This is an optimization exercise on Yosys and OpenROAD, whose aim is small area, a short achievable clock period and few clock cycles, not a production implementation. Where RTL was checked, it was by simulation tests only, not by an equivalence proof against the original.

==> module mv_mul, before the edit <==
module mv_mul #(
    parameter SHAPE_M       = 2,
    parameter SHAPE_N       = 8,
    parameter ELEMENT_WIDTH = 9,
    parameter CTRL_C_WIDTH  = 16,
    parameter DEPTH_WARP    = 4
) (
    input  wire                              clk,
    input  wire                              rst_n,
    input  wire [SHAPE_M*SHAPE_N*ELEMENT_WIDTH-1:0]  a_i,
    input  wire [SHAPE_N*ELEMENT_WIDTH-1:0]  b_i,
    input  wire [2:0]                        rm_i,
    input  wire [7:0]                        ctrl_reg_idxw_i,
    input  wire [DEPTH_WARP-1:0]             ctrl_warpid_i,
    input  wire                              in_valid_i,
    output reg                               in_ready_o,
    output reg                               out_valid_o,
    input  wire                              out_ready_i,
    output reg  [SHAPE_M*ELEMENT_WIDTH-1:0]  result_o,
    output reg  [4:0]                        fflags_o
);
    reg [9:0]  ph;           
    reg        ph0;
    reg        top;          
    wire       acc = in_valid_i & in_ready_o;
    always @(posedge clk or negedge rst_n) begin
        if (!rst_n) begin
            ph0        <= 1'b1;
            ph         <= 10'd0;
            in_ready_o <= 1'b0;
            top        <= 1'b0;
        end else begin
            ph0        <= !in_valid_i | ph[9];
            ph         <= in_valid_i ? {ph[8:0], ph0} : 10'd0;
            in_ready_o <= in_valid_i & ph[8];
            top        <= in_valid_i & (ph[4] | ph[8]);
        end
    end
    always @(posedge clk or negedge rst_n) begin
        if (!rst_n)
            out_valid_o <= 1'b0;
        else if (acc)
            out_valid_o <= 1'b1;
        else if (out_ready_i)
            out_valid_o <= 1'b0;
    end
    wire [7:0] slot = {ph[6:0], ph0};
    wire [3:0] csel = slot[3:0] | slot[7:4];
    reg  [8:0] ma0, ma1, mb0, mb1;
    integer t;
    always @(*) begin
        ma0 = 9'd0; ma1 = 9'd0; mb0 = 9'd0; mb1 = 9'd0;
        for (t = 0; t < 8; t = t + 1) begin
            ma0 = ma0 | ({9{slot[t]}} & a_i[(t[2]*8 + {t[0], t[1]})*9 +: 9]);
            ma1 = ma1 | ({9{slot[t]}} & a_i[(t[2]*8 + {t[0], t[1]} + 4)*9 +: 9]);
        end
        for (t = 0; t < 4; t = t + 1) begin
            mb0 = mb0 | ({9{csel[t]}} & b_i[{t[0], t[1]}*9 +: 9]);
            mb1 = mb1 | ({9{csel[t]}} & b_i[({t[0], t[1]} + 4)*9 +: 9]);
        end
    end
    wire [8:0] p0, p1;
    fp9_mul u_mul0 (.a(ma0), .b(mb0), .y(p0));
    fp9_mul u_mul1 (.a(ma1), .b(mb1), .y(p1));
    reg [8:0] pa, pb;        
    reg [8:0] s0, s1;        
    reg [8:0] t0;            
    always @(posedge clk) begin
        pa <= p0;
        pb <= p1;
    end
    wire [8:0] l1;
    fp9_add_ns u_add1 (.a(pa), .b(pb), .y(l1));
    wire [8:0] l2;
    always @(posedge clk) begin
        s0 <= l1;
        s1 <= (ph[4] | ph[8]) ? l2 : s0;
    end
    fp9_add u_add2 (.a(top ? t0 : s1), .b(top ? s1 : s0), .y(l2));
    always @(posedge clk) begin
        if (ph[2] | ph[6]) t0 <= l2;
        if (ph[5])         result_o[8:0]  <= l2;
        if (ph[9])         result_o[17:9] <= l2;
    end
    wire ov0 = &result_o[7:3];
    wire ov1 = &result_o[16:12];
    always @(*) begin
        fflags_o = {2'b00, (ov0 & |result_o[2:0]) | (ov1 & |result_o[11:9]), 1'b0, ov0 | ov1};
    end
endmodule
clock: 10.0 ns
lec_check: 0
abc_area: 1
cap_margin: 20
core_margin: 2
core_utilization: 40
setup_slack_margin: 3
slew_margin: 20
standard.sh (not shown) runs the stock make flow with config.mk's settings and CLKGATE_MAP_FILE= SYNTH_SCRIPT=/design/flow/synth_recipe.tcl, a recipe that flattens the netlist after the stock synthesis.
==> flow/flow/run.sh <==
#!/bin/bash
# The standard layout (the standard.sh: floorplan, power grid, placement,
# CTS, routing) with two changes:
# - synthesis is the standard one (synth_recipe.tcl, same registers and names)
#   except for the combinational mapping: no full-adder extraction, no
#   Kogge-Stone adder map, and ABC script flow/map.abc (logic rewriting, then area-oriented mapping with upsizing)
#   (flow/my_synth.tcl);
# - the buffers that placement puts on every input and output port are the
#   plain sky130 buf_1 instead of the default clkdlybuf4s50 delay cell.
set -euo pipefail
W=$PWD
FLOW_SYNTH_TCL=$W/synth_recipe.tcl bash standard.sh \
  SYNTH_SCRIPT=$W/flow/my_synth.tcl ADDER_MAP_FILE= SYNTH_OPERATIONS_ARGS=-nofsm \
  'BUFFER_PORTS_ARGS=-buffer_cell sky130_fd_sc_hd__buf_1' finish > standard_flow.log 2>&1
==> flow/flow/map.abc <==
strash
dc2
balance
rewrite
refactor
balance
rewrite
rewrite -z
balance
refactor -z
rewrite -z
balance
dc2
balance
rewrite
refactor
balance
rewrite
rewrite -z
balance
refactor -z
rewrite -z
balance
dch -f
map -a {D}
topo
buffer
upsize {D}
dnsize {D}
==> flow/flow/my_synth.tcl <==
# Synthesis script for flow/run.sh: synth_recipe.tcl (the standard synthesis,
# named by FLOW_SYNTH_TCL) with the technology mapping done by flow/map.abc
# instead of ORFS's abc_area/abc_speed script. Registers are untouched: ABC
# only maps the combinational logic.
set map_script [file join [file dirname [file normalize [info script]]] map.abc]
proc abc {args} {
  set i [lsearch -exact $args -script]
  if {$i >= 0} { set args [lreplace $args $i [expr {$i + 1}]] }
  yosys abc -script $::map_script {*}$args
}
source $::env(FLOW_SYNTH_TCL)
Testbench counts at the start, summed over its fixed seeds: cycles 22,536.
==> next run, changes <==
--- a/flow/design.v
+++ b/flow/design.v
@@ -2062,5 +2062,5 @@
     reg [8:0] pa, pb;        
     reg [8:0] s0, s1;        
-    reg [8:0] t0;            
+    reg [8:0] t0, t1;        
     always @(posedge clk) begin
         pa <= p0;
@@ -2069,12 +2069,13 @@
     wire [8:0] l1;
     fp9_add_ns u_add1 (.a(pa), .b(pb), .y(l1));
-    wire [8:0] l2;
     always @(posedge clk) begin
         s0 <= l1;
-        s1 <= (ph[4] | ph[8]) ? l2 : s0;
+        s1 <= s0;
     end
-    fp9_add u_add2 (.a(top ? t0 : s1), .b(top ? s1 : s0), .y(l2));
+    wire [8:0] l2;
+    fp9_add u_add2 (.a(top ? t0 : s1), .b(top ? t1 : s0), .y(l2));
     always @(posedge clk) begin
         if (ph[2] | ph[6]) t0 <= l2;
+        if (ph[4] | ph[8]) t1 <= l2;
         if (ph[5])         result_o[8:0]  <= l2;
         if (ph[9])         result_o[17:9] <= l2;
=> The changed run went through all stages and came out clean. Fmax fell slightly. Worst hold slack degrades by 100 ps. Die area came out higher slightly. Count of clock-buffer cells in the layout fell by 2. Utilization is about the same. Wire length is lower by a few percent. Global-route usage fell by 1.9 points. Worst setup slack degrades by 40 ps. Non-clock buffer count rises by 1. Final area rose slightly. Synthesized cell count came out lower slightly. Cell count falls slightly.
No functional check of the RTL was part of the second run of this note.

port drivers added, routing unchanged:
In the flow no input, the clock included, has a driving cell. The finished layouts below were timed again as built, in two steps.
Step 1, drivers: a clkbuf_16 drives clk and a buf_2 each remaining input, both assumed.
Step 2 moves the port delays by t, midway between the first and last clock arrival at a register: inputs arrive t later, outputs are due t later. That takes back most of the time a late clock gives input paths.
Slacks: ideal ports / drivers / drivers and shift; pairs: ideal ports / drivers.
run	shift t [ns]	slack for setup (ns)	worst setup path after step 2
the first run	0.367	3.699 / 3.699 / 3.535	input to register
the second run	0.367	3.659 / 3.659 / 3.392	input to register
After both steps every run listed still meets setup and hold. For the second run, which loses most, drivers alone change the setup slack by 0.000 ns; drivers and shift together by -0.267 ns.
